From an optimization exercise on the open Yosys and OpenROAD flow, aimed at small area and a short achievable clock period; shortcuts taken in it are not production practice. The RTL was checked by simulation tests, not by an equivalence proof against the original design.

==> flow/design.v (outline; a module is shown in full before it is edited, if it fits) <==
// module fa_pair_front: 22 lines
// module fa_pair_back: 22 lines
// module fa_one_ctl: 13 lines
// module fa_one_dp: 25 lines
// module pa_a8: 28 lines
// module pa_a23: 86 lines
// module pa_a24: 88 lines
// module pa_a25: 92 lines
// module stage1: 6 lines
// module fm707: 156 lines
// module fm707_add: 170 lines
// module fm707_x3: 92 lines
// module fm707s: 156 lines
// module fm707s_add: 96 lines
// module fm707s_x3: 54 lines
// module stage2: 43 lines
// module mux8to1: 28 lines
// module fft: 32 lines
module fft(rst,s,x0,x1,x2,x3,x4,x5,x6,x7,real_out,img_out,clk);
  // ...
==> flow/flow/run.sh <==
#!/bin/bash
# The standard layout (standard.sh) with these changes:
#  - synthesis: the standard flow's synthesis script (synth_recipe.tcl, unchanged) runs
#    with ABC's area mapper (flow/abc_amap.script) in place of ORFS's abc_area.script, and without Yosys's extract_fa, so ABC maps the adders too. Registers are mapped before either step, so they
#    are the standard synthesis's;
#  - the timing repair steps (floorplan, CTS, global route) aim for a setup
#    slack of SETUP_SLACK_MARGIN ns; the SDC and clock period are unchanged;
#  - every input and output port gets a buf_2 as its buffer.
# Tool output: standard.log here, and ORFS's logs under orfs/logs.
set -e
W=$PWD
cat > $W/synth_own.tcl <<EOT
proc extract_fa {args} { puts "extract_fa skipped" }
proc abc {args} {
  set i [lsearch -exact \$args -script]
  if {\$i >= 0 && "abc_amap.script" ne ""} { lset args [expr {\$i + 1}] $W/flow/abc_amap.script }
  yosys abc {*}\$args
}
source $W/synth_recipe.tcl
EOT
sed -e "s|SYNTH_SCRIPT=[^ ]*|SYNTH_SCRIPT=$W/synth_own.tcl|" standard.sh > standard_own.sh
export SETUP_SLACK_MARGIN=45
export BUFFER_PORTS_ARGS="-buffer_cell sky130_fd_sc_hd__buf_2"
bash standard_own.sh > standard.log 2>&1
==> flow/flow/abc_amap.script <==
strash
balance
rewrite
refactor
balance
rewrite
rewrite -z
balance
refactor -z
rewrite -z
balance
dch
amap
topo
stime -c
buffer -c
upsize -c
dnsize -c
==> flow/standard.sh <==
#!/bin/bash
# synth_recipe.tcl (not shown) runs the flow's synth.tcl, then flattens the netlist and writes it again
# the make line also repeats each setting of config.mk as NAME=value (left out here)
make -C /OpenROAD-flow-scripts/flow DESIGN_CONFIG=/design/flow/config.mk WORK_HOME=/design/flow/orfs CLKGATE_MAP_FILE= SYNTH_SCRIPT=/design/flow/synth_recipe.tcl "${@:-finish}"
==> flow/config.mk <==
export PLATFORM = sky130hd
export DESIGN_NAME = fft
export DESIGN_NICKNAME = fft
export VERILOG_FILES = /design/flow/design.v
export SDC_FILE = /design/flow/constraint.sdc
export NUM_CORES = 8
export LEC_CHECK = 0
export ABC_AREA = 1
export CAP_MARGIN = 20
export CORE_MARGIN = 2
export CORE_UTILIZATION = 40
export SLEW_MARGIN = 20
==> flow/constraint.sdc <==
create_clock -name core_clock -period 72.0 [get_ports {clk}]
set_input_delay 14.4000 -clock core_clock [delete_from_list [all_inputs] [get_ports {clk}]]
set_output_delay 14.4000 -clock core_clock [all_outputs]
set_load 0.01 [all_outputs]
==> flow_summary.yaml, run 1 <==
placement:
  place_area_um2: 58810
drt:
  dr.max_layer_used: "met5"
  drt-met1-wl_mm: 103.3
  drtAntennaViolNets: 0
  route.met3.wl_mm: 19.43
floorplanning:
  core_um2: 139200
  io_pins: 325
  rows: 137
synth:
  yosysTopAreaCell: "o22ai_1"
  synth_cell_type_count: 105
  synth-xor-area-share_pct: 0.1095
cts:
  cts_resized: 0
  clkSlewWorstSetupHoldPaths_ns: 0.07
  post_cts_buffers: 0
  cts_root_buf: "clkbuf_16"
final_layout:
  buf_share_pct: 3.983
  final_cell_mix: "nor2_1, o22ai_1, inv_1"
  multi_input_area_um2: 42980
  dominant_cells: "multi-input combinational cells"
  final_common_cell: "nor2_1"
  seq_area_share_pct: 11.53
  drive_gt1_share_pct: 8.344
  seq_cells: 348
  nClkBuffers: 47
worst_setup_path:
  worstSetupStartpoint: "s[0]"
  r2r-end: "qcR[5]"
sta:
  fmax_mhz: 38.72
  fin_skew_ns: 0.03772
status:
  outcome: "no timing/DRC/antenna violations"
==> run 2, diff against run 1 <==
--- a/flow/flow/run.sh
+++ b/flow/flow/run.sh
@@ -5,7 +5,7 @@
 #    are the standard synthesis's;
 #  - the timing repair steps (floorplan, CTS, global route) aim for a setup
 #    slack of SETUP_SLACK_MARGIN ns; the SDC and clock period are unchanged;
-#  - every input and output port gets a buf_2 as its buffer.
+#  - every input and output port gets a buf_1 as its buffer.
 # Tool output: standard.log here, and ORFS's logs under orfs/logs.
 set -e
 W=$PWD
@@ -19,6 +19,6 @@
 source $W/synth_recipe.tcl
 EOT
 sed -e "s|SYNTH_SCRIPT=[^ ]*|SYNTH_SCRIPT=$W/synth_own.tcl|" standard.sh > standard_own.sh
-export SETUP_SLACK_MARGIN=45
-export BUFFER_PORTS_ARGS="-buffer_cell sky130_fd_sc_hd__buf_2"
+export SETUP_SLACK_MARGIN=48
+export BUFFER_PORTS_ARGS="-buffer_cell sky130_fd_sc_hd__buf_1"
 bash standard_own.sh > standard.log 2>&1
==> flow_summary.yaml, run 2 <==
grt:
  grt_usage_pct: 32.75
  grt_start_max_net_pins: 95
  grt.overflow.total: 0
  antenna_found_initial: 4
  grt_pass1_wl_mm: 371.4
  grt_pass1_vias: 64760
worst_hold_path:
  worstHoldPathType: "flip-flop to flip-flop"
  hold_depth: 0
  hp-start: "rst1"
  hold_path_end: "rst2"
sta:
  tightest_slew_ns: 1.117
  maxSlewHeadroom_pct: 25.52
  fin_crit_sh_pct: 33.41
  fin_skew_ns: 0.03443
  finalMaxSlewViolations: 0
  grt_setup_unrepaired: "yes"
  period_needed_ns: 24.06
  setup_violations: 0
  final_hold_viol_count: 0
  tns_ns: 0
  fmax_mhz: 41.57
worst_setup_path:
  slowest_stage: "or4_4"
  r2r_start: "qR2[1]"
  r2r_cells: 125
  r2r_slack_ns: 49.15
  required_ns: 57.60
  max_stage_delay_ns: 0.57
  end_kind: "primary output"
  crit_fanout: 7
  cp.arrival_ns: 9.66
  start_kind: "flip-flop"
  r2r-end: "qcR[5]"
  worst-setup-path-type: "flip-flop to primary output"
cts:
  ctsLongestPathBuffers: 3
  h-tree-depth: 2
  clock_sinks: 348
  cts_root_buf: "clkbuf_16"
  cts_hold_buf: 0
  cts_buffers: 43
  clkSlewWorstSetupHoldPaths_ns: 0.07
  tritoncts: "done"
  insertion_delay_ns: 0.65
synth:
  syn_avg_cell_area_um2: 5.725
  async_flop_share_pct: 0
  ys.flop_type: "dfxtp_1"
  yosys_warnings: 5
  ys_ff_latch: 348
  synth_top_area_share_pct: 15.92
  synth_common_cells: "nor2_1, o22ai_1, inv_1"
  ys_seq_area_share_pct: 12.44
  netlist_area_um2: 55990
  yosysMostFrequentCell: "nor2_1"
  synth_cell_type_count: 105
  netlist_instances: 9780
  syn_nets: 10040
  synth-edff-count: 0
  yosysTopAreaCell: "o22ai_1"
  synthTopCellsByArea: "o22ai_1, dfxtp_1, nor2_1"
drt:
  drtAntennaViolNets: 0
  drc: 0
  drt_wl_total_mm: 254.5
  first_pass_iters: 9
  vias_per_cell: 6.341
  wl_per_cell_um: 21.38
  drtIter0Drc: 8689
  vias: 75480
floorplanning:
  rows: 137
  die_y_um: 378.1
  core_um2: 139200
  die-area_um2: 143000
  die_w_um: 378.1
  io_pins: 325
  start_util_pct: 40.22
final_layout:
  nNetsFinal: 10250
  final_cell_mix: "nor2_1, o22ai_1, inv_1"
  final_common_cell: "nor2_1"
  synthToLayoutAreaGrowth_pct: 14.26
  fin_area_um2: 63970
  drive_gt1_share_pct: 10.24
  fin_cells: 11900
  final_core_util_pct: 45.96
placement:
  portBuffers: 324
  dp.cells: 11590
  place_area_um2: 58430
  gp_congestion: 1.042
  dp_hpwl_mm: 201.0
status:
  outcome: "no timing/DRC/antenna violations"
flow_run:
  maxCapViolCount: 0
-- run 2: changes by cell type in the layout (fill, tap and decap cells not counted), sizes merged, moves of 6 or more --
cell and change:
buf +191, bufbuf +6, clkbuf +15, clkinvlp +40, diode -8, inv -20
-- run 2: how the worst max path moves through the flow --
stage,cells after the start,start,slack (ns),end
6_report,74,qcR[6],47.94,real_out[29]
3_5_place_dp,53,s[0],45.95,qcR[5]
5_1_grt,74,qcR[6],47.41,real_out[29]
4_1_cts,129,qR2[1],48.00,qcR[5]
3_3_place_gp,52,s[0],46.13,qcR[5]
2_1_floorplan,68,qcI[6],48.64,img_out[29]
-- run 2: routing by layer --
metal | part of all wire [%] | track usage, % | vias to the layer above
met5 | 0.011 | 0 | -
met4 | 4.9 | 13.82 | 4
met3 | 8.9 | 4.673 | 673
met2 | 45 | 53.67 | 3886
met1 | 42 | 42.72 | 34350
li1 | - | - | 36560
-- run 2: cells by family (layout without fill, tap and decap cells) --
kind of cell	after synthesis	after routing	synth area share, %
AOI/OAI and AO/OA	4540	4543	52.24
and+or+nand+nor	3260	3263	24.13
buffers and inverters	1625	1863	11.07
DFF	348	348	12.44
xor gates and xnor gates	7	7	0.1095
other	0	2	0
-- run 2: cell type report --
class	instances	area (µm²)
diodes	2	5.005
clock buffers	51	1126
clock inverters	26	311.5
fillers	14900	75220
inverters	1132	4437
multi-input cells	7813	44550
flip-flops and latches	348	6992
well taps	1876	2347
repair buffers	631	4075
repair inverters	23	127.6
-- run 2: what timing repair did --
action / CTS / global route
pin swaps: 30 / 129
endpoints found under the setup margin: 78 / 157
gates cloned: 17 / 31
gates resized for setup: 135 / 413
setup buffers: 52 / 137
-- run 2: metrics by stage --
step	hold slack (ns)	setup WS, ns
after floorplan	0.3096	48.64
after global placement	0.3095	46.13
after detailed placement	0.3132	45.95
after CTS	0.3283	48.00
after global routing	0.3442	47.41
final	0.3268	47.94
-- run 2: critical path: cells and delay by family (launching register included) --
| kind | cells | cell delay (ns) |
|---|---|---|
| AO/OA/AOI/OAI | 24 | 2.83 |
| flip-flops | 1 | 0.36 |
| buffers and inverters | 6 | 0.91 |
| AND/OR/NAND/NOR | 44 | 4.92 |
==> run 3, diff against run 2 <==
--- a/flow/flow/run.sh
+++ b/flow/flow/run.sh
@@ -19,6 +19,6 @@
 source $W/synth_recipe.tcl
 EOT
 sed -e "s|SYNTH_SCRIPT=[^ ]*|SYNTH_SCRIPT=$W/synth_own.tcl|" standard.sh > standard_own.sh
-export SETUP_SLACK_MARGIN=48
+export SETUP_SLACK_MARGIN=47
 export BUFFER_PORTS_ARGS="-buffer_cell sky130_fd_sc_hd__buf_1"
 bash standard_own.sh > standard.log 2>&1
==> flow_summary.yaml, run 3 <==
grt:
  grt_start_max_net_pins: 95
  grt_usage_pct: 32.25
  grt_pass1_wl_mm: 366.0
  antenna_found_initial: 3
  grt.overflow.total: 0
  grt_pass1_vias: 63940
worst_setup_path:
  critPathTopFamily: "simple AND/OR/NAND/NOR gates"
  slowest_stage: "dfxtp_4"
  crit_top_cell: "nand2_1"
  crit_buf_inv: 9
  worst-setup-path-type: "flip-flop to primary output"
  max_stage_delay_ns: 0.39
  cp.arrival_ns: 9.94
  required_ns: 57.60
  end_kind: "primary output"
  start_kind: "flip-flop"
  crit_fanout: 27
placement:
  place_area_um2: 58430
  portBuffers: 324
  dp_hpwl_mm: 201.0
  gp_congestion: 1.042
sta:
  period_needed_ns: 24.34
  maxSlewHeadroom_pct: 28.14
  tightest_slew_ns: 1.068
  final_hold_viol_count: 0
  fmax_mhz: 41.09
  setup_violations: 0
  finalMaxSlewViolations: 0
  grt_setup_unrepaired: "yes"
  tns_ns: 0
  fin_skew_ns: 0.03495
  fin_crit_sh_pct: 33.80
cts:
  cts_buffers: 43
  ctsLongestPathBuffers: 3
  tritoncts: "done"
  cts_root_buf: "clkbuf_16"
  h-tree-depth: 2
  clkSlewWorstSetupHoldPaths_ns: 0.07
  cts_hold_buf: 0
  insertion_delay_ns: 0.65
  clock_sinks: 348
final_layout:
  synthToLayoutAreaGrowth_pct: 10.36
  final_common_cell: "nor2_1"
  drive_gt1_share_pct: 7.394
  fin_area_um2: 61790
  nNetsFinal: 10120
  final_cell_mix: "nor2_1, o22ai_1, inv_1"
synth:
  syn_avg_cell_area_um2: 5.725
  synth-edff-count: 0
  ys_ff_latch: 348
  yosys_warnings: 5
  yosysTopAreaCell: "o22ai_1"
  synth_common_cells: "nor2_1, o22ai_1, inv_1"
  yosysMostFrequentCell: "nor2_1"
  ys_seq_area_share_pct: 12.44
  synth_top_area_share_pct: 15.92
  netlist_instances: 9780
  syn_nets: 10040
  ys.flop_type: "dfxtp_1"
  async_flop_share_pct: 0
  synth_cell_type_count: 105
  synthTopCellsByArea: "o22ai_1, dfxtp_1, nor2_1"
  netlist_area_um2: 55990
drt:
  first_pass_iters: 9
  drt_wl_total_mm: 248.8
  wl_per_cell_um: 21.14
  vias_per_cell: 6.301
  vias: 74140
  drc: 0
  drtAntennaViolNets: 0
  drtIter0Drc: 8600
status:
  outcome: "no timing/DRC/antenna violations"
floorplanning:
  rows: 137
  start_util_pct: 40.22
  io_pins: 325
  core_um2: 139200
  die_y_um: 378.1
  die-area_um2: 143000
  die_w_um: 378.1
flow_run:
  maxCapViolCount: 0
worst_hold_path:
  worstHoldPathType: "flip-flop to flip-flop"
[run 3: cell counts after synthesis]
No cell type changed its count.
[run 3: path summary, 6_finish.rpt]
path              cells after the start      endpoint  slack, ns    from
setup / recovery                     75  real_out[28]      47.66  qcR[6]
setup reg to reg                    117        qcI[6]      48.68  qR2[2]
hold reg to reg                       0          rst2       0.33    rst1
hold / removal                        0          rst2       0.33    rst1
[run 3: layout make-up]
cell class	instances	area, µm²
Timing Repair Buffer	511	2929
Timing Repair inverter	6	35.03
Clock buffer	51	1126
Clock inverter	26	311.5
Fill cell	15100	77400
Inverter	1132	4359
Tap cell	1876	2347
Multi-Input combinational cell	7813	43680
Sequential cell	348	6990
Antenna cell	3	7.507
[run 3: logic make-up (layout without fill, tap and decap cells)]
family	Yosys count	in the layout	share of synthesized area, %
AOI/OAI and AO/OA	4540	4543	52.24
xor gates and xnor gates	7	7	0.1095
buffers and inverters	1625	1726	11.07
DFF	348	348	12.44
other	0	3	0
and+or+nand+nor	3260	3263	24.13
[run 3: per-stage QoR]
step                cells  utilization, %  hold slack [ns]  setup slack [ns]
finish              11770           44.39           0.3270             47.66
global placement    11590           41.98           0.3095             46.13
floorplan            9780               -           0.3096             48.64
detailed placement  11590           41.98           0.3132             45.95
CTS                 11670           43.12           0.3283             46.99
global route        11760           44.39           0.3442             46.87
[run 3: timing repair]
item                       4_1_cts  5_1_grt
resized for setup               32      250
setup endpoints to repair       44      160
hold endpoints to repair         0        0
gates cloned                     1       21
setup buffers                    3       75
pin swaps                        2       51
[run 3: metal layers]
layer	track usage [%]	up-vias	wire, µm
met5	0	-	11
met4	12.82	2	11280
met3	4.360	585	21880
met2	53.27	3547	111400
met1	42.18	33750	104200
li1	-	36260	-
[run 3: worst register-to-register path: cells and delay by family (launching register included)]
family | cells | cell delay, ns
flops | 1 | 0.45
simple gates | 47 | 7.39
buf+inv | 13 | 2.11
compound gates | 57 | 13.31
==> module stage1, before the edit <==
module stage1(x0,x4,x2,x6,P,Q);
  input [31:0] x0,x4,x2,x6;
  output [57:0] P,Q;
  fa_pair_front u0(.a(x0), .b(x4), .mgf(P[22:0]), .mla(P[46:23]), .eg(P[54:47]), .sz(P[55]), .eff(P[56]), .sy(P[57]));
  fa_pair_front u1(.a(x2), .b(x6), .mgf(Q[22:0]), .mla(Q[46:23]), .eg(Q[54:47]), .sz(Q[55]), .eff(Q[56]), .sy(Q[57]));
endmodule
==> module stage2, before the edit <==
module stage2(s,R1,S1,R2,S2,X,Y,M3);
  input [2:0] s;
  input [57:0] R1,S1,R2,S2;
  output [31:0] X,Y;
  output [31:0] M3;
  wire [64:0] P1,Q1,P2,Q2;
  fa_pair_back n1(.mgf(R1[22:0]), .mla(R1[46:23]), .eg(R1[54:47]), .rs(P1[61:31]), .rd(P1[30:0]));
  fa_pair_back n2(.mgf(S1[22:0]), .mla(S1[46:23]), .eg(S1[54:47]), .rs(Q1[61:31]), .rd(Q1[30:0]));
  fa_pair_back n3(.mgf(R2[22:0]), .mla(R2[46:23]), .eg(R2[54:47]), .rs(P2[61:31]), .rd(P2[30:0]));
  fa_pair_back n4(.mgf(S2[22:0]), .mla(S2[46:23]), .eg(S2[54:47]), .rs(Q2[61:31]), .rd(Q2[30:0]));
  assign P1[64:62] = R1[57:55];
  assign Q1[64:62] = S1[57:55];
  assign P2[64:62] = R2[57:55];
  assign Q2[64:62] = S2[57:55];
  function [31:0] sum_of;
    input [64:0] p;
    sum_of = p[63] ? {p[64], p[30:0]} : {p[64], p[61:31]};
  endfunction
  function [31:0] diff_of;
    input [64:0] p;
    diff_of = p[63] ? {p[62], p[61:31]} : {p[62], p[30:0]};
  endfunction
  wire [31:0] A1 = sum_of(P1), B1 = diff_of(P1), C1 = sum_of(Q1), D1 = diff_of(Q1);
  wire [31:0] A2 = sum_of(P2), B2 = diff_of(P2), C2 = sum_of(Q2);
  wire [31:0] D2 = diff_of(Q2);
  wire [31:0] M1;
  fm707 m1(.a(B2), .y(M1));
  fm707s m3(.a(D2), .y(M3));
  wire [6:0] c_re, c_ro, c_ie, c_io;
  fa_one_ctl fre(.a(A1), .b(C1), .c(c_re));
  fa_one_ctl fro(.a(B1), .b(M1), .c(c_ro));
  fa_one_ctl fie(.a(A2), .b(C2), .c(c_ie));
  fa_one_ctl fio(.a(D1), .b(M1), .c(c_io));
  wire odd = s[0];
  wire rho = s[1] ^ s[2];
  wire sg = odd ? rho : s[1];
  wire [31:0] ra = odd ? B1 : A1;
  wire [31:0] rb = odd ? M1 : C1;
  wire [31:0] ia = odd ? D1 : A2;
  wire [31:0] ib = odd ? M1 : C2;
  fa_one_dp ur(.a(ra), .b({rb[31] ^ sg, rb[30:0]}), .c(odd ? c_ro : c_re), .y(X));
  fa_one_dp ui(.a(ia), .b({ib[31] ^ sg, ib[30:0]}), .c(odd ? c_io : c_ie), .y(Y));
endmodule
==> module fft, before the edit <==
module fft(rst,s,x0,x1,x2,x3,x4,x5,x6,x7,real_out,img_out,clk);
input rst;
input [31:0] x0,x1,x2,x3,x4,x5,x6,x7;
input [2:0] s;
input clk;
output [31:0] real_out,img_out;
wire [57:0] R1,S1,R2,S2;
stage1 s1(.x0(x0),.x4(x4),.x2(x2),.x6(x6),.P(R1),.Q(S1));
stage1 s2(.x0(x1),.x4(x5),.x2(x3),.x6(x7),.P(R2),.Q(S2));
reg [57:0] qR1,qS1,qR2,qS2;
reg rst1, rst2;
always @(posedge clk)
begin
qR1<=R1; qS1<=S1; qR2<=R2; qS2<=S2;
rst1<=rst; rst2<=rst1;
end
wire [31:0] X,Y,M3;
stage2 st2(.s(s),.R1(qR1),.S1(qS1),.R2(qR2),.S2(qS2),.X(X),.Y(Y),.M3(M3));
wire [31:0] W = s[0] ? {M3[31] ^ ~(s[1] ^ s[2]), M3[30:0]} : Y;
wire [6:0] cR, cI;
fa_one_ctl kr(.a(X), .b(W), .c(cR));
fa_one_ctl ki(.a(Y), .b(W), .c(cI));
reg [31:0] qX,qY,qW;
reg [6:0] qcR,qcI;
reg qM3s;
reg [2:0] qs;
always @(posedge clk)
begin
qX<=X; qY<=Y; qW<=W; qM3s<=M3[31]; qs<=s; qcR<=cR; qcI<=cI;
end
mux8to1 m1(.s(qs),.z(rst2),.X(qX),.Y(qY),.W(qW),.M3s(qM3s),.cR(qcR),.cI(qcI),.real_out(real_out),.img_out(img_out));
endmodule
==> run 4, diff against run 3 <==
--- a/flow/design.v
+++ b/flow/design.v
@@ -1,4 +1,4 @@
-module fa_pair_front(input [31:0] a, input [31:0] b, output [22:0] mgf, output [23:0] mla,
+module fa_pair_raw(input [31:0] a, input [31:0] b, output [24:0] s, output [23:0] df,
                output [7:0] eg, output sy, output sz, output eff);
   wire sa = a[31], sb = b[31];
   wire [7:0] ea = a[30:23], eb = b[30:23];
@@ -14,21 +14,17 @@
   wire [23:0] ml0 = {1'b1, swap ? fa : fb};
   wire big = (sh[7:5] != 3'd0) | (sh[4] & sh[3]);
   wire [23:0] ml = big ? 24'd0 : (ml0 >> sh[4:0]);
-  assign mgf = mg[22:0];
-  assign mla = ml;
+  wire sco;
+  pa_a25 as(.a({1'b0, mg}), .b({1'b0, ml}), .cin(1'b0), .s(s), .cout(sco));
+  wire dfco;
+  pa_a24 adf(.a(mg), .b(~ml), .cin(1'b1), .s(df), .cout(dfco));
   assign sy = swap ? sb : sa;
   assign sz = swap ? ~sb : sa;
   assign eff = sa ^ sb;
 endmodule
-module fa_pair_back(input [22:0] mgf, input [23:0] mla, input [7:0] eg, output [30:0] rs, output [30:0] rd);
-  wire [23:0] mg = {1'b1, mgf};
-  wire [23:0] ml = mla;
-  wire [24:0] s; wire sco;
-  pa_a25 as(.a({1'b0, mg}), .b({1'b0, ml}), .cin(1'b0), .s(s), .cout(sco));
+module fa_pair_norm(input [24:0] s, input [23:0] df, input [7:0] eg, output [30:0] rs, output [30:0] rd);
   wire [22:0] fs = s[24] ? s[23:1] : s[22:0];
   wire [7:0] es = eg + {7'd0, s[24]};
-  wire [23:0] df; wire dfco;
-  pa_a24 adf(.a(mg), .b(~ml), .cin(1'b1), .s(df), .cout(dfco));
   reg [4:0] L;
   integer i_L;
   always @* begin
@@ -376,9 +372,9 @@
 endmodule
 module stage1(x0,x4,x2,x6,P,Q);
   input [31:0] x0,x4,x2,x6;
-  output [57:0] P,Q;
-  fa_pair_front u0(.a(x0), .b(x4), .mgf(P[22:0]), .mla(P[46:23]), .eg(P[54:47]), .sz(P[55]), .eff(P[56]), .sy(P[57]));
-  fa_pair_front u1(.a(x2), .b(x6), .mgf(Q[22:0]), .mla(Q[46:23]), .eg(Q[54:47]), .sz(Q[55]), .eff(Q[56]), .sy(Q[57]));
+  output [59:0] P,Q;
+  fa_pair_raw u0(.a(x0), .b(x4), .s(P[24:0]), .df(P[48:25]), .eg(P[56:49]), .sz(P[57]), .eff(P[58]), .sy(P[59]));
+  fa_pair_raw u1(.a(x2), .b(x6), .s(Q[24:0]), .df(Q[48:25]), .eg(Q[56:49]), .sz(Q[57]), .eff(Q[58]), .sy(Q[59]));
 endmodule
 module fm707(input [31:0] a, output [31:0] y);
   wire [22:0] f = a[22:0];
@@ -1106,18 +1102,18 @@
 endmodule
 module stage2(s,R1,S1,R2,S2,X,Y,M3);
   input [2:0] s;
-  input [57:0] R1,S1,R2,S2;
+  input [59:0] R1,S1,R2,S2;
   output [31:0] X,Y;
   output [31:0] M3;
   wire [64:0] P1,Q1,P2,Q2;
-  fa_pair_back n1(.mgf(R1[22:0]), .mla(R1[46:23]), .eg(R1[54:47]), .rs(P1[61:31]), .rd(P1[30:0]));
-  fa_pair_back n2(.mgf(S1[22:0]), .mla(S1[46:23]), .eg(S1[54:47]), .rs(Q1[61:31]), .rd(Q1[30:0]));
-  fa_pair_back n3(.mgf(R2[22:0]), .mla(R2[46:23]), .eg(R2[54:47]), .rs(P2[61:31]), .rd(P2[30:0]));
-  fa_pair_back n4(.mgf(S2[22:0]), .mla(S2[46:23]), .eg(S2[54:47]), .rs(Q2[61:31]), .rd(Q2[30:0]));
-  assign P1[64:62] = R1[57:55];
-  assign Q1[64:62] = S1[57:55];
-  assign P2[64:62] = R2[57:55];
-  assign Q2[64:62] = S2[57:55];
+  fa_pair_norm n1(.s(R1[24:0]), .df(R1[48:25]), .eg(R1[56:49]), .rs(P1[61:31]), .rd(P1[30:0]));
+  fa_pair_norm n2(.s(S1[24:0]), .df(S1[48:25]), .eg(S1[56:49]), .rs(Q1[61:31]), .rd(Q1[30:0]));
+  fa_pair_norm n3(.s(R2[24:0]), .df(R2[48:25]), .eg(R2[56:49]), .rs(P2[61:31]), .rd(P2[30:0]));
+  fa_pair_norm n4(.s(S2[24:0]), .df(S2[48:25]), .eg(S2[56:49]), .rs(Q2[61:31]), .rd(Q2[30:0]));
+  assign P1[64:62] = R1[59:57];
+  assign Q1[64:62] = S1[59:57];
+  assign P2[64:62] = R2[59:57];
+  assign Q2[64:62] = S2[59:57];
   function [31:0] sum_of;
     input [64:0] p;
     sum_of = p[63] ? {p[64], p[30:0]} : {p[64], p[61:31]};
@@ -1181,10 +1177,10 @@
 input [2:0] s;
 input clk;
 output [31:0] real_out,img_out;
-wire [57:0] R1,S1,R2,S2;
+wire [59:0] R1,S1,R2,S2;
 stage1 s1(.x0(x0),.x4(x4),.x2(x2),.x6(x6),.P(R1),.Q(S1));
 stage1 s2(.x0(x1),.x4(x5),.x2(x3),.x6(x7),.P(R2),.Q(S2));
-reg [57:0] qR1,qS1,qR2,qS2;
+reg [59:0] qR1,qS1,qR2,qS2;
 reg rst1, rst2;
 always @(posedge clk)
 begin
--- a/flow/flow/run.sh
+++ b/flow/flow/run.sh
@@ -19,6 +19,6 @@
 source $W/synth_recipe.tcl
 EOT
 sed -e "s|SYNTH_SCRIPT=[^ ]*|SYNTH_SCRIPT=$W/synth_own.tcl|" standard.sh > standard_own.sh
-export SETUP_SLACK_MARGIN=47
+export SETUP_SLACK_MARGIN=46
 export BUFFER_PORTS_ARGS="-buffer_cell sky130_fd_sc_hd__buf_1"
 bash standard_own.sh > standard.log 2>&1
==> flow_summary.yaml, run 4 <==
final_layout:
  synthToLayoutAreaGrowth_pct: 7.505
  fillers: 14960
  final_common_cell: "nor2_1"
  drive_gt1_share_pct: 6.071
  antenna_cells: 0
  register_area_um2: 7058
  final_cell_mix: "nor2_1, o22ai_1, inv_1"
  multi_input_area_um2: 42660
  nNetsFinal: 9883
worst_setup_path:
  crit_fanout: 62
  crit_top_cell: "nor2_1"
  end_kind: "flip-flop"
  slowest_stage: "buf_4"
  r2r_slack_ns: 48.19
  worst-setup-path-type: "input pin to flip-flop"
  start_kind: "input pin"
  max_stage_delay_ns: 0.62
  required_ns: 72.47
  cp.arrival_ns: 25.58
  r2r_cells: 124
  r2r-end: "qcI[5]"
  r2r_start: "qR2[27]"
synth:
  async_flop_share_pct: 0
  ys.flop_type: "dfxtp_1"
  synthTopCellsByArea: "o22ai_1, dfxtp_1, nor2_1"
  syn_nets: 9853
  synth_top_area_share_pct: 16.85
  synth_cell_type_count: 116
  syn_avg_cell_area_um2: 5.810
  ys_seq_area_share_pct: 12.64
  netlist_area_um2: 55730
  yosysTopAreaCell: "o22ai_1"
  yosysMostFrequentCell: "nor2_1"
  yosys_warnings: 5
  synth-edff-count: 0
  netlist_instances: 9592
  synth_common_cells: "nor2_1, o22ai_1, inv_1"
  ys_ff_latch: 352
drt:
  drtAntennaViolNets: 0
  wl_per_cell_um: 22.20
  drt_wl_total_mm: 254.1
  drc: 0
  vias_per_cell: 6.322
  drtIter0Drc: 8001
  vias: 72360
  first_pass_iters: 7
floorplanning:
  start_util_pct: 40.44
  rows: 136
  io_pins: 325
  die_w_um: 377.3
  die-area_um2: 142300
  die_y_um: 377.3
  core_um2: 137800
worst_hold_path:
  hold_depth: 0
  hold_path_end: "rst2"
  hp-start: "rst1"
  worstHoldPathType: "flip-flop to flip-flop"
sta:
  maxSlewHeadroom_pct: 12.74
  fmax_mhz: 39.83
  finalMaxSlewViolations: 0
  setup_violations: 0
  setup_slack_ns: 46.89
  fin_skew_ns: 0.04663
  grt_setup_unrepaired: "yes"
  tightest_slew_ns: 1.309
  fin_crit_sh_pct: 34.87
  holdWs_ns: 0.3255
  tns_ns: 0
  period_needed_ns: 25.11
  final_hold_viol_count: 0
grt:
  grt_usage_pct: 33.47
  grt.overflow.total: 0
  grt_pass1_vias: 62700
  grt_start_max_net_pins: 67
  grt_pass1_wl_mm: 373.6
  antenna_found_initial: 3
cts:
  h-tree-depth: 2
  ctsLongestPathBuffers: 3
  insertion_delay_ns: 0.61
  cts_root_buf: "clkbuf_16"
  tritoncts: "done"
  clkSlewWorstSetupHoldPaths_ns: 0.06
  cts_buffers: 40
  clock_sinks: 352
placement:
  portBuffers: 324
  dp_slack_ns: 45.06
  dp_hpwl_mm: 209.7
  gp_congestion: 1.048
flow_run:
  maxCapViolCount: 0
status:
  outcome: "no timing/DRC/antenna violations"
## run 4: cell count changes in the layout (fill, tap and decap cells not counted), sizes merged, moves of 22 or more
cell and delta:
nor3 +41, nand2 -133, o22ai +71, o21ai -59
a211oi -22, o21a +32, o22a -29, inv -96
nor2b -22, a221oi +34, a31oi -29, a21o +39
## run 4: layout make-up
type,count,area share [%]
Clock buffer,43,1.723
Clock inverter,29,0.6829
Inverter,1026,6.484
Multi-Input combinational cell,7712,71.20
Sequential cell,352,11.78
Tap cell,1794,3.746
Timing Repair Buffer,486,4.346
Timing Repair inverter,4,0.03759
## run 4: routing by layer
metal  wire length [µm]  vias up  GRT usage [%]  part of all wire, %
li1                   -    35630              -                    -
met1             112400    33220          45.89                   44
met2             110400     3061          53.23                   43
met3              19620      450          3.852                  7.7
met4              11540        4          13.22                  4.5
met5                 28        -              0                0.011
## run 4: kinds of logic after synthesis
kind of cell / Yosys count / synth area share [%]
buffers and inverters: 1532 / 11.42
flip-flops: 352 / 12.64
AND/OR/NAND/NOR: 3174 / 23.63
XOR/XNOR: 7 / 0.1100
AO/OA/AOI/OAI: 4527 / 52.20
## run 4: how the worst max path moves through the flow
stage / depth (start not counted) / end / from
final: 56 / qcI[5] / s[0]
after global routing: 78 / qR2[23] / x5[24]
after CTS: 78 / qR2[48] / x5[24]
after detailed placement: 80 / qR2[48] / x5[24]
after global placement: 80 / qR2[48] / x5[24]
after floorplan: 65 / img_out[30] / qcI[6]
## run 4: through the flow
stage	cell area, µm²	utilization [%]	cells
final	59920	43.47	11450
after global routing	59920	43.47	11450
after CTS	59330	43.04	11420
after detailed placement	57880	41.99	11350
after global placement	57870	41.99	11350
after floorplan	55730	-	9592
## run 4: critical path, delay by kind of cell
kind,cells,cell delay (ns)
buffers and inverters,9,2.48
AOI/OAI and AO/OA,25,5.64
and+or+nand+nor,22,2.89
## run 4: what timing repair did
item                                    4_1_cts  5_1_grt
pin swaps                                     0        3
cloned                                        0       12
buffers inserted                              0       13
endpoints found under the setup margin        6       83
hold buffers                                  0        0
hold endpoints to repair                      0        0
gates resized for setup                       2       98
==> run 5, diff against run 4 <==
--- a/flow/flow/run.sh
+++ b/flow/flow/run.sh
@@ -19,6 +19,6 @@
 source $W/synth_recipe.tcl
 EOT
 sed -e "s|SYNTH_SCRIPT=[^ ]*|SYNTH_SCRIPT=$W/synth_own.tcl|" standard.sh > standard_own.sh
-export SETUP_SLACK_MARGIN=46
+export SETUP_SLACK_MARGIN=48
 export BUFFER_PORTS_ARGS="-buffer_cell sky130_fd_sc_hd__buf_1"
 bash standard_own.sh > standard.log 2>&1
==> flow_summary.yaml, run 5 <==
drt:
  vias: 74560
  vias_per_cell: 6.388
  wl_per_cell_um: 22.83
  drt_wl_total_mm: 266.4
  first_pass_iters: 10
  drc: 0
  drtIter0Drc: 7974
  drtAntennaViolNets: 0
worst_setup_path:
  r2r-end: "qcI[5]"
  r2r_cells: 116
  required_ns: 57.60
  slowest_stage: "a221oi_1"
  r2r_start: "qR2[26]"
  crit_top_cell: "nand2_2"
  end_kind: "primary output"
  cp.arrival_ns: 9.44
  max_stage_delay_ns: 0.76
  r2r_slack_ns: 49.82
  worst-setup-path-type: "flip-flop to primary output"
  worstSetupStartpoint: "qcR[6]"
  crit_fanout: 14
  start_kind: "flip-flop"
synth:
  syn_avg_cell_area_um2: 5.810
  synthTopCellsByArea: "o22ai_1, dfxtp_1, nor2_1"
  syn_nets: 9853
  ys_ff_latch: 352
  netlist_instances: 9592
  async_flop_share_pct: 0
  synth-edff-count: 0
  synth_common_cells: "nor2_1, o22ai_1, inv_1"
  synth_cell_type_count: 116
  ys.flop_type: "dfxtp_1"
  ys_seq_area_share_pct: 12.64
  netlist_area_um2: 55730
  yosys_warnings: 5
  synth_top_area_share_pct: 16.85
  yosysMostFrequentCell: "nor2_1"
  yosysTopAreaCell: "o22ai_1"
final_layout:
  drive_gt1_share_pct: 12.85
  register_area_um2: 7072
  final_cell_mix: "nor2_1, o22ai_1, inv_1"
  antenna_cells: 0
  fillers: 14590
  multi_input_area_um2: 44920
  fin_area_um2: 64630
  nNetsFinal: 10110
  final_common_cell: "nor2_1"
  synthToLayoutAreaGrowth_pct: 15.97
sta:
  grt_setup_unrepaired: "yes"
  tns_ns: 0
  fmax_mhz: 41.95
  tightest_slew_ns: 1.333
  fin_skew_ns: 0.05058
  final_hold_viol_count: 0
  setup_violations: 0
  fin_crit_sh_pct: 33.11
  finalMaxSlewViolations: 0
  holdWs_ns: 0.3257
  maxSlewHeadroom_pct: 11.16
  period_needed_ns: 23.84
placement:
  portBuffers: 324
  place_area_um2: 57880
  gp_congestion: 1.048
  dp_hpwl_mm: 209.7
grt:
  grt_pass1_wl_mm: 381.0
  grt_usage_pct: 34.13
  antenna_found_initial: 6
  grt_start_max_net_pins: 64
  grt.overflow.total: 0
  grt_pass1_vias: 63700
floorplanning:
  die-area_um2: 142300
  die_w_um: 377.3
  die_y_um: 377.3
  io_pins: 325
  start_util_pct: 40.44
  rows: 136
  core_um2: 137800
flow_run:
  maxCapViolCount: 0
worst_hold_path:
  hp-start: "rst1"
  hold_path_end: "rst2"
  hold_depth: 0
  worstHoldPathType: "flip-flop to flip-flop"
cts:
  clock_sinks: 352
  cts_buffers: 40
  insertion_delay_ns: 0.61
  h-tree-depth: 2
  cts_root_buf: "clkbuf_16"
  tritoncts: "done"
  clkSlewWorstSetupHoldPaths_ns: 0.06
  ctsLongestPathBuffers: 3
  cts_hold_buf: 0
status:
  outcome: "no timing/DRC/antenna violations"
-- run 5: worst max path at each step --
stage,to,cells past startpoint
2_1_floorplan,img_out[30],65
3_3_place_gp,qR2[48],80
3_5_place_dp,qR2[48],80
4_1_cts,qR2[48],80
5_1_grt,real_out[29],77
6_report,real_out[13],66
-- run 5: kinds of logic after synthesis --
group                     share of synthesized area (%)
buffers and inverters                             11.42
and+or+nand+nor                                   23.63
AOI/OAI and AO/OA                                 52.20
xor gates and xnor gates                         0.1100
DFF                                               12.64
-- run 5: stage by stage --
| stage | setup slack, ns | util [%] | std cells |
|---|---|---|---|
| final | 48.16 | 46.89 | 11670 |
| after global routing | 47.68 | 46.89 | 11670 |
| after CTS | 48.00 | 43.94 | 11470 |
| after detailed placement | 45.06 | 41.99 | 11350 |
| after global placement | 45.26 | 41.99 | 11350 |
| after floorplan | 48.70 | - | 9592 |
-- run 5: what timing repair did --
item	4_1_cts	5_1_grt
resized for setup	189	634
setup buffers	27	156
pin swaps	31	210
gates cloned	22	46
setup endpoints to repair	119	132
-- run 5: final cells by class --
cell class / instances / share of cell area [%]
sequential: 352 / 10.94
tap: 1794 / 3.473
clock buffer: 43 / 1.597
clock inverter: 29 / 0.6330
timing repair inverter: 19 / 0.1820
timing repair buffer: 693 / 7.501
inverter: 1026 / 6.167
multi-input combinational: 7716 / 69.51
-- run 5: critical path: cells and delay by family (launching register included) --
| kind | cells | cell delay (ns) |
|---|---|---|
| DFF | 1 | 0.35 |
| buffers and inverters | 9 | 1.59 |
| and+or+nand+nor | 37 | 3.73 |
| AOI/OAI and AO/OA | 20 | 3.15 |
-- run 5: metal layers --
layer,vias to the layer above,global-route usage (%),routed length (µm)
met5,-,0,33
met4,4,14.29,13410
met3,570,4.316,23450
met2,3588,53.99,115700
met1,34290,46.51,113900
li1,36110,-,-
==> run 6, diff against run 5 <==
--- a/flow/flow/run.sh
+++ b/flow/flow/run.sh
@@ -19,6 +19,6 @@
 source $W/synth_recipe.tcl
 EOT
 sed -e "s|SYNTH_SCRIPT=[^ ]*|SYNTH_SCRIPT=$W/synth_own.tcl|" standard.sh > standard_own.sh
-export SETUP_SLACK_MARGIN=48
+export SETUP_SLACK_MARGIN=47
 export BUFFER_PORTS_ARGS="-buffer_cell sky130_fd_sc_hd__buf_1"
 bash standard_own.sh > standard.log 2>&1
==> flow/flow/abc_amap.script (replaced) <==
strash
balance
rewrite
refactor
balance
rewrite
rewrite -z
balance
refactor -z
rewrite -z
balance
dch
amap
==> flow_summary.yaml, run 6 <==
worst_setup_path:
  crit_fanout: 11
  r2r_cells: 121
  required_ns: 72.51
  slowest_stage: "o21ai_4"
  worstSetupStartpoint: "x5[24]"
  crit_top_cell: "nor2_1"
  r2r_start: "qR2[27]"
  end_kind: "flip-flop"
  start_kind: "input pin"
  cp.arrival_ns: 24.84
  worst-setup-path-type: "input pin to flip-flop"
  max_stage_delay_ns: 0.45
cts:
  cts_buffers: 42
  ctsLongestPathBuffers: 3
  clkSlewWorstSetupHoldPaths_ns: 0.07
  cts_root_buf: "clkbuf_16"
  insertion_delay_ns: 0.63
  clock_sinks: 352
  h-tree-depth: 2
  cts_hold_buf: 0
  tritoncts: "done"
synth:
  ys_ff_latch: 352
  synth_cell_type_count: 59
  synth_common_cells: "nor2_1, o22ai_1, clkinv_1"
  yosys_warnings: 5
  netlist_instances: 9086
  ys.flop_type: "dfxtp_1"
  yosysTopAreaCell: "o22ai_1"
  synth-edff-count: 0
  yosysMostFrequentCell: "nor2_1"
  syn_nets: 9347
  synthTopCellsByArea: "o22ai_1, dfxtp_1, nor2_1"
  async_flop_share_pct: 0
  ys_seq_area_share_pct: 13.41
  netlist_area_um2: 52540
  syn_avg_cell_area_um2: 5.782
  synth_top_area_share_pct: 18.03
final_layout:
  synthToLayoutAreaGrowth_pct: 15.98
  final_cell_mix: "nor2_1, o22ai_1, clkinv_1"
  multi_input_area_um2: 42920
  fillers: 13920
  final_common_cell: "nor2_1"
  final_core_util_pct: 46.88
  drive_gt1_share_pct: 6.009
  nNetsFinal: 9948
  register_area_um2: 7074
sta:
  tns_ns: 0
  grt_setup_unrepaired: "yes"
  maxSlewHeadroom_pct: 15.56
  period_needed_ns: 24.33
  setup_violations: 0
  fin_crit_sh_pct: 33.79
  tightest_slew_ns: 1.253
  fmax_mhz: 41.11
  final_hold_viol_count: 0
  finalMaxSlewViolations: 0
  fin_skew_ns: 0.04615
grt:
  grt_usage_pct: 34.60
  grt.overflow.total: 0
  grt_pass1_vias: 61960
  grt_start_max_net_pins: 78
  antenna_found_initial: 5
  grt_pass1_wl_mm: 368.4
drt:
  vias_per_cell: 6.389
  drtIter0Drc: 8184
  first_pass_iters: 9
  wl_per_cell_um: 22.02
  drc: 0
  drt_wl_total_mm: 252.4
  vias: 73230
  drtAntennaViolNets: 0
worst_hold_path:
  worstHoldPathType: "flip-flop to flip-flop"
  hp-start: "rst1"
  hold_depth: 0
placement:
  dp_hpwl_mm: 204.6
  portBuffers: 324
  gp_congestion: 1.127
floorplanning:
  die_w_um: 366.4
  io_pins: 325
  die-area_um2: 134300
  start_util_pct: 40.42
  die_y_um: 366.4
  rows: 132
  core_um2: 130000
status:
  outcome: "no timing/DRC/antenna violations"
flow_run:
  maxCapViolCount: 0
-- run 6: changes by cell type in the layout (fill, tap and decap cells not counted), sizes merged, moves of 2 or more --
cell / before / now
nor2b: 82 / 95
and2b: 13 / 0
buf: 665 / 536
clkinvlp: 47 / 18
nand2: 875 / 873
inv: 986 / 37
bufbuf: 7 / 0
clkbuf: 64 / 58
clkinv: 34 / 996
-- run 6: metrics by stage --
step           setup slack (ns)  hold WS [ns]  cell area, µm²  instances
6_report                  47.67        0.3374           60930      11460
5_1_grt                   46.79        0.3553           60930      11460
4_1_cts                   46.95        0.3379           59130      11380
3_5_place_dp              44.13        0.3218           57160      11290
3_3_place_gp              44.29        0.3104           57160      11290
2_1_floorplan             46.99        0.3096           52680       9086
-- run 6: cell type report --
cell class	instances	area share, %
diodes	1	0.004107
clock buffers	52	1.852
clock inverters	24	0.5976
inverters	1026	6.655
multi-input cells	7715	70.44
flip-flops and latches	352	11.61
well taps	1742	3.577
repair buffers	542	5.181
repair inverters	8	0.08419
-- run 6: cells by family (layout without fill, tap and decap cells) --
family | after synthesis | count (layout) | share of synthesized area, %
compound gates | 4527 | 4530 | 54.49
xor+xnor | 7 | 7 | 0.1167
buf+inv | 1026 | 1652 | 7.331
flops | 352 | 352 | 13.41
other cells | 0 | 1 | 0
simple gates | 3174 | 3178 | 24.65
-- run 6: layer usage --
metal | GRT usage [%] | up-vias | part of all wire (%)
met5 | 0 | - | 0.017
met4 | 14.50 | 6 | 5.1
met3 | 5.664 | 529 | 8.9
met2 | 53.92 | 3348 | 43
met1 | 47.05 | 33400 | 43
li1 | - | 35950 | -
-- run 6: timing repair --
action | in CTS | in global routing
cloned | 4 | 17
hold endpoints to repair | 0 | 0
setup endpoints to repair | 98 | 207
buffers inserted | 9 | 66
resized for setup | 100 | 314
pin swaps | 6 | 30
-- run 6: path summary, 6_finish.rpt --
check                           endpoint  slack (ns)
worst max-delay path             qR2[48]       47.67
worst min-delay path                rst2        0.34
worst max register to register    qcR[6]       48.96
worst min register to register      rst2        0.34
-- run 6: critical path: cells and delay by family --
| family | cells | cell delay, ns |
|---|---|---|
| buffers and inverters | 14 | 1.72 |
| and+or+nand+nor | 34 | 4.02 |
| AOI/OAI and AO/OA | 29 | 4.68 |
==> run 7, diff against run 6 <==
==> flow/flow/abc_amap.script (replaced) <==
strash
balance
rewrite
refactor
balance
rewrite
rewrite -z
balance
refactor -z
rewrite -z
balance
dch
amap
topo
stime -c
buffer -c
upsize -c
dnsize -c
--- a/flow/config.mk
+++ b/flow/config.mk
@@ -9,4 +9,5 @@
 export CAP_MARGIN = 20
 export CORE_MARGIN = 2
 export CORE_UTILIZATION = 40
+export PLACE_DENSITY = 0.45
 export SLEW_MARGIN = 20
==> flow_summary.yaml, run 7 <==
drt:
  wl_per_cell_um: 22.45
  drc: 0
  first_pass_iters: 6
  drtIter0Drc: 8109
  drt_wl_total_mm: 257.8
  vias_per_cell: 6.333
  vias: 72720
  drtAntennaViolNets: 0
worst_hold_path:
  hp-start: "rst1"
  worstHoldPathType: "flip-flop to flip-flop"
  hold_path_end: "rst2"
  hold_depth: 0
sta:
  setup_slack_ns: 47.72
  fin_skew_ns: 0.04688
  grt_setup_unrepaired: "yes"
  setup_violations: 0
  period_needed_ns: 24.28
  holdWs_ns: 0.3262
  final_hold_viol_count: 0
  fin_crit_sh_pct: 33.72
  fmax_mhz: 41.19
  tns_ns: 0
  finalMaxSlewViolations: 0
  tightest_slew_ns: 1.287
  maxSlewHeadroom_pct: 14.23
worst_setup_path:
  slowest_stage: "or3_4"
  r2r_slack_ns: 49.03
  worst-setup-path-type: "flip-flop to primary output"
  cp.arrival_ns: 9.88
  end_kind: "primary output"
  max_stage_delay_ns: 0.39
  crit_fanout: 25
  r2r_start: "qR2[28]"
  r2r_cells: 107
  start_kind: "flip-flop"
  required_ns: 57.60
  crit_top_cell: "nand2_1"
  r2r-end: "qcI[6]"
cts:
  ctsLongestPathBuffers: 3
  clock_sinks: 352
  cts_buffers: 43
  tritoncts: "done"
  h-tree-depth: 2
  cts_root_buf: "clkbuf_16"
  clkSlewWorstSetupHoldPaths_ns: 0.06
  insertion_delay_ns: 0.64
floorplanning:
  die_w_um: 377.3
  io_pins: 325
  die-area_um2: 142300
  core_um2: 137800
  rows: 136
  start_util_pct: 40.44
  die_y_um: 377.3
final_layout:
  multi_input_area_um2: 43150
  final_cell_mix: "nor2_1, o22ai_1, inv_1"
  nNetsFinal: 9914
  fin_area_um2: 61020
  drive_gt1_share_pct: 7.588
  synthToLayoutAreaGrowth_pct: 9.481
  fillers: 15060
  register_area_um2: 7071
  final_common_cell: "nor2_1"
status:
  outcome: "no timing/DRC/antenna violations"
grt:
  grt_pass1_wl_mm: 374.4
  antenna_found_initial: 4
  grt_start_max_net_pins: 77
  grt_usage_pct: 33.73
  grt.overflow.total: 0
  grt_pass1_vias: 62200
synth:
  async_flop_share_pct: 0
  ys.flop_type: "dfxtp_1"
  ys_seq_area_share_pct: 12.64
  synth_top_area_share_pct: 16.85
  yosysMostFrequentCell: "nor2_1"
  netlist_area_um2: 55730
  ys_ff_latch: 352
  synth_common_cells: "nor2_1, o22ai_1, inv_1"
  yosysTopAreaCell: "o22ai_1"
  netlist_instances: 9592
  synthTopCellsByArea: "o22ai_1, dfxtp_1, nor2_1"
  syn_nets: 9853
  yosys_warnings: 5
  synth-edff-count: 0
  syn_avg_cell_area_um2: 5.810
  synth_cell_type_count: 116
flow_run:
  maxCapViolCount: 0
placement:
  portBuffers: 324
  gp_congestion: 1.030
  dp_hpwl_mm: 210.4
  dp_slack_ns: 45.94
  place_area_um2: 57710
run 7: cell types whose count changed after synthesis, sizes merged:
cell	delta
clkbuf	+362
dlygate4sd1	+4
and2b	+13
nand2b	-1
inv	+1002
nor2b	-13
buf	+138
dlygate4sd3	+2
or2b	+1
clkinv	-1002
run 7: per-layer routing:
layer  global-route usage, %  vias to the layer above  wire (µm)
met1                   45.66                    33390     113300
met4                   14.75                        4      13200
met5                       0                        -         27
met3                   3.911                      543      19100
li1                        -                    35730          -
met2                   53.69                     3058     112200
run 7: timing repair:
item / 4_1_cts / 5_1_grt
endpoints found under the hold margin: 0 / 0
resized for setup: 38 / 253
endpoints found under the setup margin: 47 / 118
setup buffers: 4 / 45
pin swaps: 0 / 48
gates cloned: 3 / 23
hold buffers: 0 / 0
run 7: critical path: cells and delay by family, from the launching register on:
family,cells,cell delay [ns]
AOI/OAI and AO/OA,30,4.42
and+or+nand+nor,32,3.24
buffers and inverters,7,1.17
DFF,1,0.36
run 7: metrics by stage:
| step | utilization (%) | std cells |
|---|---|---|
| floorplan | - | 9592 |
| global placement | 41.87 | 11330 |
| detailed placement | 41.87 | 11330 |
| CTS | 43.10 | 11410 |
| global route | 44.27 | 11480 |
| finish | 44.27 | 11480 |
run 7: how the worst max path moves through the flow:
| stage | startpoint | endpoint | cells after the start |
|---|---|---|---|
| floorplan | qcI[6] | img_out[30] | 65 |
| global placement | x5[24] | qR2[48] | 81 |
| detailed placement | x5[24] | qR2[48] | 81 |
| CTS | s[0] | qcI[5] | 54 |
| global route | x5[24] | qR2[23] | 79 |
| finish | qcI[6] | img_out[30] | 69 |
run 7: layout make-up:
| cell class | instances | share of cell area, % |
|---|---|---|
| multi-input cells | 7709 | 70.72 |
| flip-flops and latches | 352 | 11.59 |
| inverters | 1026 | 6.465 |
| repair buffers | 511 | 4.969 |
| well taps | 1794 | 3.679 |
| clock buffers | 53 | 1.923 |
| clock inverters | 25 | 0.5557 |
| repair inverters | 10 | 0.09638 |
| diodes | 2 | 0.008202 |
run 7: cells by family (layout without fill, tap and decap cells):
logic type	count (synthesis)	count (layout)	share of synthesized area (%)
AOI/OAI and AO/OA	4527	4527	52.20
and+or+nand+nor	3174	3175	23.63
buffers and inverters	1532	1625	11.42
DFF	352	352	12.64
xor gates and xnor gates	7	7	0.1100
other	0	2	0
==> run 8, diff against run 7 <==
--- a/flow/config.mk
+++ b/flow/config.mk
@@ -9,5 +9,4 @@
 export CAP_MARGIN = 20
 export CORE_MARGIN = 2
 export CORE_UTILIZATION = 40
-export PLACE_DENSITY = 0.45
 export SLEW_MARGIN = 20
==> flow_summary.yaml, run 8 <==
grt:
  grt_start_max_net_pins: 67
  grt_pass1_vias: 62920
  grt_pass1_wl_mm: 375.2
  antenna_found_initial: 3
  grt_usage_pct: 33.62
  grt.overflow.total: 0
sta:
  final_hold_viol_count: 0
  setup_slack_ns: 47.74
  tns_ns: 0
  grt_setup_unrepaired: "yes"
  tightest_slew_ns: 1.312
  finalMaxSlewViolations: 0
  fmax_mhz: 41.21
  maxSlewHeadroom_pct: 12.52
  setup_violations: 0
  period_needed_ns: 24.26
  fin_skew_ns: 0.04761
  fin_crit_sh_pct: 33.70
final_layout:
  nNetsFinal: 9946
  final_cell_mix: "nor2_1, o22ai_1, inv_1"
  drive_gt1_share_pct: 7.916
  antenna_cells: 0
  final_common_cell: "nor2_1"
  synthToLayoutAreaGrowth_pct: 10.07
  fin_area_um2: 61340
  fin_cells: 11510
  fillers: 14840
synth:
  syn_avg_cell_area_um2: 5.810
  muxShareOfSynthArea_pct: 0
  synth_top_area_share_pct: 16.85
  synth-edff-count: 0
  synth-compound-area-share_pct: 52.20
  synth_common_cells: "nor2_1, o22ai_1, inv_1"
  ys_seq_area_share_pct: 12.64
  syn_nets: 9853
  yosysMostFrequentCell: "nor2_1"
  netlist_instances: 9592
  ys_ff_latch: 352
  synth_top_family_by_area: "compound AO/OA/AOI/OAI gates"
  synth_cell_type_count: 116
  ys.flop_type: "dfxtp_1"
  synth-xor-area-share_pct: 0.1100
  yosys_warnings: 5
  yosysTopAreaCell: "o22ai_1"
  synth_fa_ha_area_share_pct: 0
  synthSimpleGateAreaFrac_pct: 23.63
  async_flop_share_pct: 0
  netlist_area_um2: 55730
  synthTopCellsByArea: "o22ai_1, dfxtp_1, nor2_1"
placement:
  dp_slack_ns: 45.06
  dp_hpwl_mm: 209.7
  portBuffers: 324
  gp_congestion: 1.048
  place_area_um2: 57880
  dp.cells: 11350
floorplanning:
  die_w_um: 377.3
  rows: 136
  start_util_pct: 40.44
  core_um2: 137800
  die-area_um2: 142300
  die_y_um: 377.3
  io_pins: 325
status:
  outcome: "no timing/DRC/antenna violations"
cts:
  cts_root_buf: "clkbuf_16"
  tritoncts: "done"
  h-tree-depth: 2
  ctsLongestPathBuffers: 3
  clkSlewWorstSetupHoldPaths_ns: 0.06
  insertion_delay_ns: 0.61
  cts_buffers: 40
  clock_sinks: 352
drt:
  drtIter0Drc: 8119
  drt_wl_total_mm: 258.9
  vias: 73110
  wl_per_cell_um: 22.50
  first_pass_iters: 9
  vias_per_cell: 6.353
  drtAntennaViolNets: 0
  drc: 0
worst_setup_path:
  critPathTopFamily: "compound AO/OA/AOI/OAI gates"
  slowest_stage: "buf_4"
  crit_fanout: 58
  max_stage_delay_ns: 0.59
  crit_buf_inv: 7
  required_ns: 72.49
  cp.arrival_ns: 24.75
  crit_top_cell: "nor2_1"
  start_kind: "input pin"
  end_kind: "flip-flop"
  worst-setup-path-type: "input pin to flip-flop"
worst_hold_path:
  worstHoldPathType: "flip-flop to flip-flop"
flow_run:
  maxCapViolCount: 0
## run 8: metrics by stage
stage / hold slack, ns / utilization, %
floorplan: 0.3096 / -
global placement: 0.3115 / 41.99
detailed placement: 0.3143 / 41.99
CTS: 0.3289 / 43.21
global route: 0.3362 / 44.51
finish: 0.3254 / 44.51
## run 8: layer usage
| layer | share of wire, % | vias to the layer above | global-route usage [%] |
|---|---|---|---|
| met1 | 43 | 33500 | 45.98 |
| met2 | 43 | 3326 | 53.39 |
| met3 | 8.4 | 513 | 4.084 |
| li1 | - | 35770 | - |
| met5 | 0.011 | - | 0 |
| met4 | 4.7 | 4 | 13.37 |
## run 8: logic make-up after synthesis
kind of cell,after synthesis
AND/OR/NAND/NOR,3174
AO/OA/AOI/OAI,4527
buffers and inverters,1532
XOR/XNOR,7
flip-flops,352
## run 8: final timing paths
| kind | to | from | slack (ns) | cells past startpoint |
|---|---|---|---|---|
| worst max register to register | qcI[6] | qR2[26] | 48.96 | 117 |
| worst min-delay path | rst2 | rst1 | 0.33 | 0 |
| worst min register to register | rst2 | rst1 | 0.33 | 0 |
| worst max-delay path | qcI[6] | s[0] | 47.74 | 49 |
## run 8: layout make-up
class / count / area [µm²] / area share, %
multi-input cells: 7715 / 43270 / 70.54
flip-flops and latches: 352 / 7069 / 11.52
inverters: 1026 / 3925 / 6.398
repair buffers: 540 / 3329 / 5.428
well taps: 1794 / 2245 / 3.659
clock buffers: 43 / 1032 / 1.683
clock inverters: 29 / 409.1 / 0.6670
repair inverters: 10 / 60.06 / 0.09790
## run 8: worst register-to-register path: cells and delay by family, from the launching register on
family | cells | cell delay [ns]
simple gates | 52 | 6.24
buf+inv | 11 | 2.95
compound gates | 54 | 13.33
flops | 1 | 0.42
## run 8: timing repair
action                     CTS  global route
gates cloned                 6            29
resized for setup           44           272
pin swaps                    3            38
hold buffers                 0             0
setup buffers                2            51
setup endpoints to repair   41           113
==> run 9, diff against run 8 <==
--- a/flow/config.mk
+++ b/flow/config.mk
@@ -9,4 +9,5 @@
 export CAP_MARGIN = 20
 export CORE_MARGIN = 2
 export CORE_UTILIZATION = 40
+export PLACE_DENSITY = 0.75
 export SLEW_MARGIN = 20
==> flow_summary.yaml, run 9 <==
status:
  outcome: "no timing/DRC/antenna violations"
sta:
  finalMaxSlewViolations: 0
  maxSlewHeadroom_pct: 13.10
  final_hold_viol_count: 0
  fmax_mhz: 40.67
  holdWs_ns: 0.3249
  grt_setup_unrepaired: "yes"
  fin_skew_ns: 0.04354
  period_needed_ns: 24.59
  setup_violations: 0
  tns_ns: 0
  fin_crit_sh_pct: 34.15
  tightest_slew_ns: 1.303
cts:
  clkSlewWorstSetupHoldPaths_ns: 0.07
  cts_root_buf: "clkbuf_16"
  cts_buffers: 39
  cts_hold_buf: 0
  clock_sinks: 352
  tritoncts: "done"
  insertion_delay_ns: 0.61
  h-tree-depth: 2
  ctsLongestPathBuffers: 3
final_layout:
  nNetsFinal: 9914
  synthToLayoutAreaGrowth_pct: 9.058
  final_common_cell: "nor2_1"
  final_cell_mix: "nor2_1, o22ai_1, inv_1"
  drive_gt1_share_pct: 7.352
  fin_cells: 11480
floorplanning:
  start_util_pct: 40.44
  core_um2: 137800
  die-area_um2: 142300
  die_y_um: 377.3
  rows: 136
  die_w_um: 377.3
  io_pins: 325
synth:
  syn_nets: 9853
  synth_top_area_share_pct: 16.85
  yosysMostFrequentCell: "nor2_1"
  ys_ff_latch: 352
  synthTopCellsByArea: "o22ai_1, dfxtp_1, nor2_1"
  async_flop_share_pct: 0
  ys.flop_type: "dfxtp_1"
  synth-edff-count: 0
  netlist_instances: 9592
  synth_cell_type_count: 116
  yosys_warnings: 5
  yosysTopAreaCell: "o22ai_1"
  ys_seq_area_share_pct: 12.64
  syn_avg_cell_area_um2: 5.810
  netlist_area_um2: 55730
  synth_common_cells: "nor2_1, o22ai_1, inv_1"
drt:
  wl_per_cell_um: 20.60
  drtIter0Drc: 9823
  drtAntennaViolNets: 0
  drc: 0
  first_pass_iters: 18
  drt_wl_total_mm: 236.5
  vias_per_cell: 6.448
  vias: 74040
worst_hold_path:
  worstHoldPathType: "flip-flop to flip-flop"
worst_setup_path:
  worst-setup-path-type: "flip-flop to primary output"
  slowest_stage: "or4_4"
  crit_fanout: 8
  crit_top_cell: "nand2_1"
  end_kind: "primary output"
  start_kind: "flip-flop"
  cp.arrival_ns: 10.19
  max_stage_delay_ns: 0.59
  required_ns: 57.60
placement:
  dp_hpwl_mm: 189.5
  gp_congestion: 1.120
  dp.cells: 11330
  portBuffers: 324
grt:
  grt_pass1_vias: 63610
  grt_usage_pct: 30.56
  grt_pass1_wl_mm: 350.9
  antenna_found_initial: 4
  grt_start_max_net_pins: 129
  grt.overflow.total: 0
flow_run:
  maxCapViolCount: 0
-- run 9: cell count changes in the layout (fill, tap and decap cells not counted), moves of 5 or more --
| cell | change |
|---|---|
| o22ai_1 | +6 |
| o21ai_0 | +13 |
| clkbuf_16 | -5 |
| buf_4 | -13 |
| o21ai_2 | -8 |
| a21oi_2 | +5 |
| o22ai_2 | -8 |
| clkinvlp_4 | -9 |
| buf_12 | -6 |
-- run 9: critical path, delay by kind of cell, from the launching register on --
| family | cells | cell delay (ns) |
|---|---|---|
| compound gates | 26 | 3.37 |
| buf+inv | 7 | 1.04 |
| flops | 1 | 0.39 |
| simple gates | 42 | 4.77 |
-- run 9: cell type report --
class / instances / area [µm²]
fillers: 14500 / 77050
inverters: 1026 / 3928
well taps: 1794 / 2245
repair buffers: 514 / 2979
clock buffers: 48 / 1081
multi-input cells: 7713 / 43140
repair inverters: 7 / 37.54
diodes: 4 / 10.01
clock inverters: 24 / 299.0
flip-flops and latches: 352 / 7068
-- run 9: per-stage QoR --
stage	instance area, µm²	setup slack [ns]	utilization [%]
after global routing	60780	46.80	44.10
after detailed placement	57690	46.12	41.86
after floorplan	55730	48.70	-
after CTS	59250	46.99	42.98
final	60780	47.41	44.10
after global placement	57690	46.58	41.86
-- run 9: logic make-up (layout without fill, tap and decap cells) --
group                  Yosys count  after routing  share of synthesized area (%)
XOR/XNOR                         7              7                         0.1100
AND/OR/NAND/NOR               3174           3178                          23.63
AO/OA/AOI/OAI                 4527           4528                          52.20
other                            0              4                              0
buffers and inverters         1532           1619                          11.42
flip-flops                     352            352                          12.64
-- run 9: worst paths after layout --
check             slack [ns]     from            to  depth (start not counted)
setup / recovery       47.41   qcR[6]  real_out[30]                         75
hold / removal          0.32     rst1          rst2                          0
setup reg to reg       49.20  qR2[28]        qcR[2]                        116
hold reg to reg         0.32     rst1          rst2                          0
-- run 9: per-layer routing --
| metal | track usage, % | wire length (µm) | up-vias |
|---|---|---|---|
| met2 | 48.77 | 102800 | 4099 |
| met5 | 0 | 23 | - |
| li1 | - | - | 35690 |
| met1 | 39.82 | 96670 | 33510 |
| met3 | 4.580 | 23230 | 740 |
| met4 | 15.62 | 13840 | 2 |
-- run 9: timing repair --
action / 4_1_cts / 5_1_grt
setup buffers: 4 / 52
cloned: 1 / 23
endpoints found under the hold margin: 0 / 0
resized for setup: 38 / 223
endpoints found under the setup margin: 19 / 110
pin swaps: 1 / 43

## re-timing with driven ports
No port has a modelled driver above. Below, the same layouts with a new extraction and two added sets of constraints. Step 1 (the two cells are an assumption about what drives the block):
set clk [get_ports {clk}]
set_driving_cell -lib_cell sky130_fd_sc_hd__clkbuf_16 $clk
set_driving_cell -lib_cell sky130_fd_sc_hd__buf_2 [delete_from_list [all_inputs] $clk]
Step 2 also shifts input and output timing later by t, the mid clock arrival at the registers, as if the neighbouring blocks saw the same clock. Three values: no drivers, after step 1, after step 2; two values: the first two.
run | shift t [ns] | slack for setup (ns) | hold WS [ns] | latest minus earliest clock arrival (ns)
run 1 | 0.697 | 46.175 / 46.153 / 45.456 | 0.332 / 0.332 / 0.332 | 0.038 / 0.038
run 2 | 0.712 | 47.944 / 47.864 / 47.790 | 0.327 / 0.327 / 0.327 | 0.037 / 0.037
run 3 | 0.713 | 47.664 / 47.583 / 47.228 | 0.327 / 0.327 / 0.327 | 0.037 / 0.038
run 4 | 0.659 | 46.891 / 46.938 / 46.279 | 0.326 / 0.326 / 0.326 | 0.046 / 0.046
run 5 | 0.669 | 48.163 / 48.081 / 47.845 | 0.326 / 0.326 / 0.326 | 0.051 / 0.050
run 6 | 0.682 | 47.674 / 47.607 / 47.044 | 0.337 / 0.337 / 0.337 | 0.048 / 0.048
run 7 | 0.708 | 47.725 / 47.637 / 47.122 | 0.326 / 0.326 / 0.326 | 0.047 / 0.047
run 8 | 0.660 | 47.736 / 47.730 / 47.123 | 0.325 / 0.325 / 0.325 | 0.048 / 0.048
run 9 | 0.676 | 47.413 / 47.329 / 47.136 | 0.325 / 0.325 / 0.325 | 0.045 / 0.045
After both steps every run listed still meets setup and hold. The setup slack of run 1, which loses most, moves by -0.022 ns with the drivers and by -0.719 ns with both steps.
